What follows belongs to an exercise in optimizing a design on an open flow for small area; a production flow would make more cautious choices.
At most, simulation tests tie the RTL to the original design; equivalence was not proved.
Power is estimated from default activity; no workload was simulated.

Design alu16, start of the top module:
module alu16(clk, rst, a, b, ctrl, res, R15);
	input clk, rst;
	input [15:0] a, b;
	input [3:0] ctrl;
	output reg [15:0] res;
	output reg [15:0] R15;
	wire [15:0] sum, quo, rem;
	wire [31:0] prod;
	reg [15:0] res_d, R15_d;
	ALU u_alu(.a(a), .b(b), .ctrl(ctrl), .sum(sum), .prod(prod), .quo(quo), .rem(rem));
	always @(*) begin
		res_d = res;
		R15_d = R15;
		case (ctrl)
			4'd0, 4'd1: res_d = sum;
			4'd2: {R15_d, res_d} = prod;
			4'd3: begin res_d = quo; R15_d = rem; end
			4'd4: res_d = a & b;
			4'd5: res_d = a | b;
			default: ;
		endcase
	end
	always @(posedge clk, negedge rst) begin
		if (~rst) begin
			res <= 16'h0000;
			R15 <= 16'h0000;
		end
		else begin
			res <= res_d;
			R15 <= R15_d;
		end
	end
endmodule
export LEC_CHECK = 0
export CAP_MARGIN = 20
export CORE_MARGIN = 2
export CORE_UTILIZATION = 40
export CTS_BUF_LIST = sky130_fd_sc_hd__clkbuf_8
export SETUP_SLACK_MARGIN = -1.0
export SLEW_MARGIN = 20
export SYNTH_HIERARCHICAL = 1
export SYNTH_MINIMUM_KEEP_SIZE = 0
export TNS_END_PERCENT = 0
create_clock -name core_clock -period 40.0 [get_ports {clk}]
standard.sh (not shown) runs the stock make flow with config.mk's settings and CLKGATE_MAP_FILE= SYNTH_SCRIPT=/design/flow/synth_recipe.tcl, a recipe that flattens the netlist after the stock synthesis.
==> flow/flow/run.sh <==
#!/bin/bash
cp standard.sh standard_sh_copy.txt
export BUFFER_PORTS_ARGS="-buffer_cell sky130_fd_sc_hd__buf_1"
bash standard.sh > standard.log 2>&1
Change:
--- a/flow/flow/run.sh
+++ b/flow/flow/run.sh
@@ -3,0 +4 @@
+export SKIP_GATE_CLONING=1
Settings changed: TNS_END_PERCENT 0 to default.
After rerunning: The new run went through all stages and came out clean; cell count does not change; sequential power hardly moves; worst hold slack does not change; synthesized cell count is unchanged; global-route usage does not change; die area stays the same; worst setup slack is unchanged; clock skew does not change; utilization stays the same.
Change:
--- a/flow/flow/run.sh
+++ b/flow/flow/run.sh
@@ -4 +3,0 @@
-export SKIP_GATE_CLONING=1
Settings changed: CORE_UTILIZATION 40 to 45.
Outcome: Wire length is lower by 0.32%. Register-to-register slack degrades by 0.03 ns. Via count is lower by 2.1%. First-iteration DRC count is lower by 15%. Total power hardly moves. Sequential share of layout area barely changes. Setup slack degrades by 0.037 ns. Clock-buffer cell count does not change.
Change:
Settings changed: CORE_UTILIZATION 45 to 40, SETUP_SLACK_MARGIN -1.0 to -1.25.
Outcome: The changed run produced a clean layout. Global-route usage shrinks by 2.2 points. Non-clock buffer count shrinks by 24. Worst setup slack loses 0.13 ns. Power is about the same.
Change:
Settings changed: PLACE_DENSITY from default to 0.5, SETUP_SLACK_MARGIN -1.25 to -1.0.
- power drops slightly
- global-route usage climbs by 1.2 points
- routed wire length climbs by a few percent
- non-clock buffer count climbs by 19

the previous run:
Another version of the RTL of alu16 (not shown whole).
Size in the first run: about 1800 cells after synthesis, roughly 32 flip-flops, ~70 I/O pins, roughly 15000 um^2 of cells after synthesis.
clock: 40.0 ns
lec_check: 0
cap_margin: 20
core_margin: 2
core_utilization: 40
slew_margin: 20
synth_hierarchical: 1
synth_minimum_keep_size: 0
==> flow/flow/run.sh <==
#!/bin/bash
cp standard.sh standard_sh_copy.txt
export BUFFER_PORTS_ARGS="-buffer_cell sky130_fd_sc_hd__buf_1"
bash standard.sh > standard.log 2>&1
The previous run ended with every stage complete and zero timing, DRC or antenna violations.
The following lists how the current run was set up differently from the previous run:
==> flow/run.sh (new file) <==
#!/bin/bash
# synth_recipe.tcl (not shown) runs the flow's synth.tcl, then flattens the netlist and writes it again
# the make line also repeats each setting of config.mk as NAME=value (left out here)
make -C /OpenROAD-flow-scripts/flow DESIGN_CONFIG=/design/flow/config.mk WORK_HOME=/design/flow/orfs CLKGATE_MAP_FILE= SYNTH_SCRIPT=/design/flow/synth_recipe.tcl finish
removed: flow/flow/run.sh
removed: flow/standard.sh
### Flow results
The sequential share of layout area of the current run is lower than that of the previous run. Setup slack is lower on the previous run. The current run vs. the previous run: count of clock-buffer cells in the layout went down by 3. Delta (the current run minus the previous run): filler-free cell count of the finished design now larger, total power now larger, final hold slack now larger.
Function was not checked in any run of this note: the RTL went through the layout flow alone.

alu16, a different RTL version from the one above (not shown whole).
For scale: about 70 I/O pins.
clock: 40.0 ns
lec_check: 0
cap_margin: 20
core_margin: 2
core_utilization: 40
setup_slack_margin: -1.0
slew_margin: 20
synth_hierarchical: 1
synth_minimum_keep_size: 0
==> flow/flow/run.sh <==
#!/bin/bash
cp standard.sh standard_sh_copy.txt
export BUFFER_PORTS_ARGS="-buffer_cell sky130_fd_sc_hd__buf_1"
bash standard.sh > standard.log 2>&1
==> next run, changes <==
--- a/flow/config.mk
+++ b/flow/config.mk
@@ -8,5 +8,5 @@
 export CAP_MARGIN = 20
 export CORE_MARGIN = 2
-export CORE_UTILIZATION = 40
+export CORE_UTILIZATION = 55
 export SETUP_SLACK_MARGIN = -1.0
 export SLEW_MARGIN = 20
Result:
- The new run produced a clean layout
- utilization came out higher by 18 points
- setup slack gets better by 0.058 ns
- via count came out higher by 1.2%
==> next run, changes <==
--- a/flow/config.mk
+++ b/flow/config.mk
@@ -8,6 +8,5 @@
 export CAP_MARGIN = 20
 export CORE_MARGIN = 2
-export CORE_UTILIZATION = 55
-export SETUP_SLACK_MARGIN = -1.0
+export CORE_UTILIZATION = 40
 export SLEW_MARGIN = 20
 export SYNTH_HIERARCHICAL = 1
=>
- via count hardly moves
- clock skew is unchanged
- utilization falls by 17 points
- setup slack improves by 0.98 ns
==> next run, changes <==
--- a/flow/config.mk
+++ b/flow/config.mk
@@ -9,4 +9,5 @@
 export CORE_MARGIN = 2
 export CORE_UTILIZATION = 40
+export SETUP_SLACK_MARGIN = -1.5
 export SLEW_MARGIN = 20
 export SYNTH_HIERARCHICAL = 1
Result: Routed wire length decreases by 1.7%; global-route usage decreases by 0.68 points; hold slack is about the same; power is about the same; clock-buffer cell count is unchanged.

run A:
RTL: one of the versions met above, not the one the previous note started from.
Size: ~1,800 cells after synthesis, ~32 flip-flops, roughly 70 I/O pins, ~0.014 mm^2 of cells after synthesis.
export LEC_CHECK = 0
export CAP_MARGIN = 20
export CORE_MARGIN = 2
export CORE_UTILIZATION = 30
export SETUP_SLACK_MARGIN = -1.0
export SLEW_MARGIN = 20
export SYNTH_HIERARCHICAL = 1
export SYNTH_MINIMUM_KEEP_SIZE = 0
create_clock -name core_clock -period 40.0 [get_ports {clk}]
Scripts as last shown in full above: flow/flow/run.sh
--- input diff run A..run B ---
- changing CORE_UTILIZATION from 30 to 40
Findings:
Run B ran to completion and came out clean on the timing, DRC and antenna checks. Changes observed in run B relative to run A: combinational cell fraction of total power went down by 0.7 points, final worst-path cycle share was more or less identical, number of hold buffers added after cts has remained practically unchanged, count of buffer and inverter cells on the critical path went up by 4, layout net count decreased by 1.4% relative to the old numbers. Run A reports its uppermost metal layer occupied by signal nets as met5 while run B reports met4.
### run B -> run C
- GPL_TIMING_DRIVEN newly set to 0
### Flow results
Relative to run B, total power has gone up in run C. Run B → run C: fraction of power consumed by combinational cells shows an increase of 1.0 points, hold slack now sits lower. The met1 usage in run C sits 0.60 points below the value recorded for run B. Shortest period the worst path allows (run C over run B): increase, 0.065 ns. Run C vs run B on final design instance area without fill: run C is the higher one. | internal power component | run C vs run B | 0.16 mW higher |.
Changes in run D relative to run C:
- GPL_TIMING_DRIVEN: 0 -> unset
- CORE_UTILIZATION: 40 -> 35
- CTS_BUF_LIST: unset -> sky130_fd_sc_hd__clkbuf_8
### Flow results
Run D vs. run C: worst hold slack stayed essentially flat; part of the power in combinational logic about even. Re global-route wire length before repair: run C and run D aren't equal, and the higher value belongs to run C. Comparing run C and run D, the higher maximum clock frequency is on run D. Comparing run C and run D, the lower clock-cell share of area was measured on run D. [run D vs run C] count of non-CTS buffers in the layout: lower in run D. Compared run D vs run C, and utilization is down in run D.
Inputs modified between run D and run E:
- CORE_UTILIZATION now 40, was 35
### Flow results
[compare] base=run D new=run E: post-route cell area fell 210 um^2; minimum clock period rose 0.048 ns; fill cell instance count of the final layout fell 553.
Run E — worst setup slack 0.048 ns lower, run D as reference
For run E, the highest metal layer with signal wires was met4, unlike run D, where it was met5.
Run E reports a lower switching power than run D does.
In run E the total track usage turned out 3.3 points higher than in run D.
Lower worst relative slew slack among run D and run E: run E
Sort run D and run E by power asc -> top: run E

## v20
alu16, a different RTL version from the one above (not shown whole).
Size in the first run: about 32 flip-flops, about 15000 µm² of cells after synthesis.
==> flow/design.v (excerpt) <==
module alu16(clk, rst, a, b, ctrl, res, R15);
	input clk, rst;
	input [15:0] a, b;
	input [3:0] ctrl;
	output reg [15:0] res;
	output reg [15:0] R15;
	wire [15:0] sum, quo, rem;
	wire [31:0] pn;
	reg [15:0] res_d, R15_d;
	ALU u_alu(.a(a), .b(b), .ctrl(ctrl), .sum(sum), .pn(pn), .quo(quo), .rem(rem));
	always @(*) begin
		res_d = res;
		R15_d = R15;
		case (ctrl)
			4'd0, 4'd1: res_d = sum;
			4'd2: {R15_d, res_d} = ~pn;
			4'd3: begin res_d = quo; R15_d = rem; end
			4'd4: res_d = a & b;
			4'd5: res_d = a | b;
			default: ;
		endcase
	end
	always @(posedge clk, negedge rst) begin
		if (~rst) begin
			res <= 16'h0000;
			R15 <= 16'h0000;
		end
		else begin
			res <= res_d;
			R15 <= R15_d;
		end
	end
endmodule
clock: 40.0 ns
lec_check: 0
cap_margin: 20
core_margin: 2
core_utilization: 40
slew_margin: 20
synth_hierarchical: 1
synth_minimum_keep_size: 0
Scripts as last shown in full above: flow/flow/run.sh
In summary, v20 completed successfully, with a layout that passed the timing, DRC and antenna checks.
What v4 does differently from v20 at the input level:
==> flow/run.sh (new file) <==
#!/bin/bash
# synth_recipe.tcl (not shown) runs the flow's synth.tcl, then flattens the netlist and writes it again
# the make line also repeats each setting of config.mk as NAME=value (left out here)
make -C /OpenROAD-flow-scripts/flow DESIGN_CONFIG=/design/flow/config.mk WORK_HOME=/design/flow/orfs CLKGATE_MAP_FILE= SYNTH_SCRIPT=/design/flow/synth_recipe.tcl finish
removed: flow/flow/run.sh
removed: flow/standard.sh
Results
- The higher non-clock buffer count came out of v4.
- Run comparison: v20 launching element of the worst setup path a[0]; v4 launching element of the worst setup path a[2]
- As far as combined area of the multi-input logic cells is concerned, v4 and v20 perform about the same.
- In v4 relative to v20, wire length after detailed routing had gone up slightly.
- | via density per instance | lower: v20 |
- From v20 to v4 the numbers moved as follows: sequential share of layout area about even; final cell area excluding filler cells up 490 µm²; critical path arrival grew by 360 ps.
- met2 track utilization from global routing on v4 is down relative to v20.

-- port drivers added, routing unchanged --
In the flow no input, the clock included, has a driving cell. The finished layouts below were timed again as built, in two steps. Step 1 sets driving cells, clkbuf_16 on the clock port and buf_2 on the other inputs (assumed; they add their load-dependent delay and slew). Step 2 also shifts input and output timing later by t, the mid clock arrival at the registers, as if the neighbouring blocks saw the same clock. a / b / c = ideal / step 1 / step 2; a / b = the first two.
run	shift t [ns]	slack for setup (ns)	hold WS [ns]
the first run of note 1	0.343	1.276 / 1.289 / 0.946	0.495 / 0.495 / 0.495
the second run of note 1	0.343	1.276 / 1.289 / 0.946	0.495 / 0.495 / 0.495
the third run of note 1	0.350	1.239 / 1.239 / 0.888	0.480 / 0.480 / 0.480
the fourth run of note 1	0.347	1.112 / 1.096 / 0.749	0.495 / 0.495 / 0.495
the fifth run of note 1	0.355	1.526 / 1.531 / 1.176	0.483 / 0.483 / 0.483
the previous run	0.330	1.730 / 1.749 / 1.419	0.472 / 0.472 / 0.472
the current run	0.335	1.821 / 1.843 / 1.508	0.484 / 0.484 / 0.484
the first run of note 3	0.330	1.144 / 1.150 / 0.820	0.476 / 0.476 / 0.476
the second run of note 3	0.318	1.201 / 1.196 / 0.878	0.482 / 0.482 / 0.482
the third run of note 3	0.326	2.184 / 2.153 / 1.827	0.477 / 0.477 / 0.477
the fourth run of note 3	0.326	0.730 / 0.747 / 0.421	0.476 / 0.476 / 0.476
run A	0.338	1.148 / 1.120 / 0.783	0.481 / 0.481 / 0.481
run B	0.333	1.161 / 1.181 / 0.848	0.489 / 0.489 / 0.489
run C	0.334	1.096 / 1.119 / 0.785	0.482 / 0.482 / 0.482
run D	0.345	1.324 / 1.341 / 0.997	0.480 / 0.480 / 0.480
run E	0.343	1.276 / 1.289 / 0.946	0.495 / 0.495 / 0.495
v20	0.336	1.862 / 1.879 / 1.543	0.475 / 0.475 / 0.475
v4	0.328	1.547 / 1.524 / 1.196	0.479 / 0.479 / 0.479
After both steps setup and hold are still met in every run listed. For run A, which loses most, drivers alone change the setup slack by -0.028 ns; drivers and shift together by -0.365 ns.
